This design comes from an exercise in tuning for small area on the open sky130 flow, not from production work.
Only simulation tests tie the RTL to the original design; equivalence was not proved.
Power figures rest on the tool's default switching activity, not on a simulated workload.

==> cedar: inputs <==
## anti_theft_fsm
module anti_theft_fsm(input clk, input [4:0]btn, input [3:0]time_value,
input [1:0]time_parameter_selector, input ignition, input reset, output [1:0]led, output power, output [6:0]seg, output [3:0]an);
wire reprogram, hidden, driver, brake, passenger;
btn_debounce d0(.clk(clk), .reset(reset), .in(btn[0]), .clean(reprogram));
btn_debounce d1(.clk(clk), .reset(reset), .in(btn[1]), .clean(hidden));
btn_debounce d2(.clk(clk), .reset(reset), .in(btn[2]), .clean(driver));
btn_debounce d3(.clk(clk), .reset(reset), .in(btn[3]), .clean(brake));
btn_debounce d4(.clk(clk), .reset(reset), .in(btn[4]), .clean(passenger));
wire [2:0] tcmd;
wire [3:0] amount, ic;
wire [2:0] state;
wire one_hz, expired;
wire [1:0] digit;
time_params tp(.clk(clk), .reset(reset), .reprogram(reprogram), .sel(time_parameter_selector),
	.value(time_value), .rsel(tcmd[1:0]), .amount(amount));
timer t(.clk(clk), .reset(reset), .start_timer(tcmd[2]), .timer_reset(tcmd[0]),
	.amount(amount), .one_hz(one_hz), .expired(expired), .ic(ic));
main_fsm f(.clk(clk), .reset(reset), .reprogram(reprogram), .driver(driver), .passenger(passenger),
	.ignition(ignition), .one_hz(one_hz), .expired(expired), .state(state), .led(led),
	.tcmd(tcmd));
fuel_pump fp(.clk(clk), .reset(reset), .ignition(ignition), .hidden(hidden), .brake(brake), .power(power));
refresh r(.clk(clk), .reset(reset), .digit(digit));
display ds(.digit(digit), .state(state), .ic(ic), .an(an), .seg(seg));
endmodule
==> module fuel_pump, before the edit <==
module fuel_pump(input clk, input reset, input ignition, input hidden, input brake,
	output reg power);
	reg [1:0] fp;
	always @(posedge clk) begin
		power <= !reset && fp[1];
		if (reset) fp <= 2'b00;
		else if (fp[1]) begin
			if (!ignition) fp <= 2'b00;
		end else if (fp[0]) begin
			if (hidden && brake) fp <= 2'b10;
		end else if (ignition) fp <= 2'b01;
	end
endmodule
==> flow/config.mk <==
export PLATFORM = sky130hd
export DESIGN_NAME = anti_theft_fsm
export DESIGN_NICKNAME = anti_theft_fsm
export VERILOG_FILES = /design/flow/design.v
export SDC_FILE = /design/flow/constraint.sdc
export NUM_CORES = 4
export LEC_CHECK = 0
export CAP_MARGIN = 20
export CORE_MARGIN = 2
export CORE_UTILIZATION = 70
export SLEW_MARGIN = 20
==> flow/constraint.sdc <==
create_clock -name core_clock -period 10.0 [get_ports {clk}]
set_input_delay 2.0000 -clock core_clock [delete_from_list [all_inputs] [get_ports {clk}]]
set_output_delay 2.0000 -clock core_clock [all_outputs]
set_load 0.01 [all_outputs]
standard.sh (not shown) runs the stock make flow with config.mk's settings and CLKGATE_MAP_FILE= SYNTH_SCRIPT=/design/flow/synth_recipe.tcl, a recipe that flattens the netlist after the stock synthesis.
==> flow/flow/run.sh <==
#!/bin/bash
# The standard layout (standard.sh) with three changes:
# - synthesis maps logic with an area-oriented ABC script (flow/synth.tcl);
# - port buffers use the smallest buffer;
# - the clock tree uses small clock buffers and no dummy balancing loads.
# make's output goes to flow_make.log; each tool's log is under orfs/logs/.
set -euo pipefail
HERE=$(pwd)
export CTS_ARGS="-sink_clustering_enable -repair_clock_nets -dont_use_dummy_load -buf_list sky130_fd_sc_hd__clkbuf_4"
export BUFFER_PORTS_ARGS="-buffer_cell sky130_fd_sc_hd__buf_1"
sed "s|SYNTH_SCRIPT=[^ ]*|SYNTH_SCRIPT=$HERE/flow/synth.tcl|" standard.sh > own_standard.sh
grep -q "SYNTH_SCRIPT=$HERE/flow/synth.tcl" own_standard.sh
bash own_standard.sh > flow_make.log 2>&1
==> flow/flow/area.abc <==
strash
&get -n
&dch -f
&nf -R 1000
&put
==> flow/flow/synth.tcl <==
# synth_recipe.tcl with one change: the technology-mapping ABC call uses an
# area-oriented script (flow/area.abc) instead of ORFS's speed script. The
# flip-flops are mapped before ABC runs, so the registers are unchanged.
set ::my_abc_script [file join [file dirname [file normalize [info script]]] area.abc]
proc synth {args} { yosys synth -nofsm -noshare {*}$args }
proc abc {args} {
  set i [lsearch -exact $args -script]
  if { $i >= 0 } { set args [lreplace $args [expr {$i + 1}] [expr {$i + 1}] $::my_abc_script] }
  yosys abc {*}$args
}
source $::env(SCRIPTS_DIR)/synth.tcl
# left out here: clear keep_hierarchy, flatten, clean up, hide names made inside functions, write 1_2_yosys.v
==> inputs of raven, as changes to cedar <==
CORE_UTILIZATION = 80   (was 70)
==> inputs of fjord, as changes to cedar <==
--- a/flow/design.v
+++ b/flow/design.v
@@ -151,10 +151,6 @@
 	always @(posedge clk) begin
 		power <= !reset && fp[1];
-		if (reset) fp <= 2'b00;
-		else if (fp[1]) begin
-			if (!ignition) fp <= 2'b00;
-		end else if (fp[0]) begin
-			if (hidden && brake) fp <= 2'b10;
-		end else if (ignition) fp <= 2'b01;
+		fp[1] <= !reset && fp[0] && (fp[1] ? ignition : (hidden && brake));
+		fp[0] <= !reset && (ignition || (fp[0] && !fp[1]));
 	end
 endmodule
CORE_UTILIZATION = 80   (was 70)
==> comparison table <==
metric                                                                                fjord                    raven                    cedar
Internal power consumption                                                      0.0007802 W              0.0007750 W              0.0007754 W
Relative contribution of the clock network to total power                             0.196                    0.198                    0.198
Result of the run                                                   complete, no violations  complete, no violations  complete, no violations
Final RePlAce weighted congestion                                                    0.9287                   0.8328                   0.7850
Routed WL per cell                                                                 17.76 um                 15.97 um                 14.51 um
Clk slew on worst S/H paths                                                         0.10 ns                  0.09 ns                  0.12 ns
Share of cell area taken by multi-input logic gates                                  0.2719                   0.2723                   0.2719
Hold path start                                                               d2.s0$_DFF_P_            d4.s0$_DFF_P_          r.rf[3]$_DFF_P_
Number of optimization iterations in the first detailed-route pass                        4                        5                        4
Length of routed met2 wiring                                                        4393 um                  3706 um                  3177 um
Hold Path Sink                                                                d2.s1$_DFF_P_            d4.s1$_DFF_P_          r.rf[4]$_DFF_P_
Area share of the largest cell type after synthesis                                  0.5079                   0.5076                   0.5076
Synthesized-area fraction occupied by and/or/nand/nor cells                          0.1562                   0.1524                   0.1524
Count of vias placed by the detailed router                                            2789                     2687                     2626
Area occupied by multi-input gates                                                1175 um^2                1177 um^2                1177 um^2
Slew headroom                                                                        0.4354                   0.5147                   0.5164
Taps Inserted                                                                            67                       67                       72
Time the worst path needs with I/O delays and setup                                5.014 ns                 4.974 ns                 4.922 ns
Overall die height                                                                 74.89 um                 74.91 um                 79.81 um
Proportion of layout cells with a drive suffix above 1                              0.04627                  0.04580                  0.04580
Compound-Gate Fraction of Synth Area                                                0.08839                  0.09487                  0.09487

==> separate check: timing with driven ports <==
No port has a modelled driver above. Below, the same layouts with a new extraction and two added sets of constraints. Step 1 sets driving cells, clkbuf_16 on the clock port and buf_2 on the other inputs (assumed; they add their load-dependent delay and slew). Step 2 also shifts input and output timing later by t, the mid clock arrival at the registers, as if the neighbouring blocks saw the same clock. Three values: ideal ports, drivers, drivers and shift; two values: the first two.
run	t (ns)	slack for setup (ns)	hold WS [ns]	worst register clock-pin slew, ns	worst data-port slew with drivers (ns)
cedar	0.508	5.078 / 5.049 / 5.556	0.315 / 0.315 / 0.315	0.12 / 0.12	0.05
raven	0.518	5.026 / 4.998 / 5.515	0.320 / 0.320 / 0.320	0.11 / 0.11	0.04
fjord	0.506	4.986 / 4.958 / 5.465	0.327 / 0.327 / 0.327	0.10 / 0.10	0.05
After both steps every run listed still meets setup and hold.
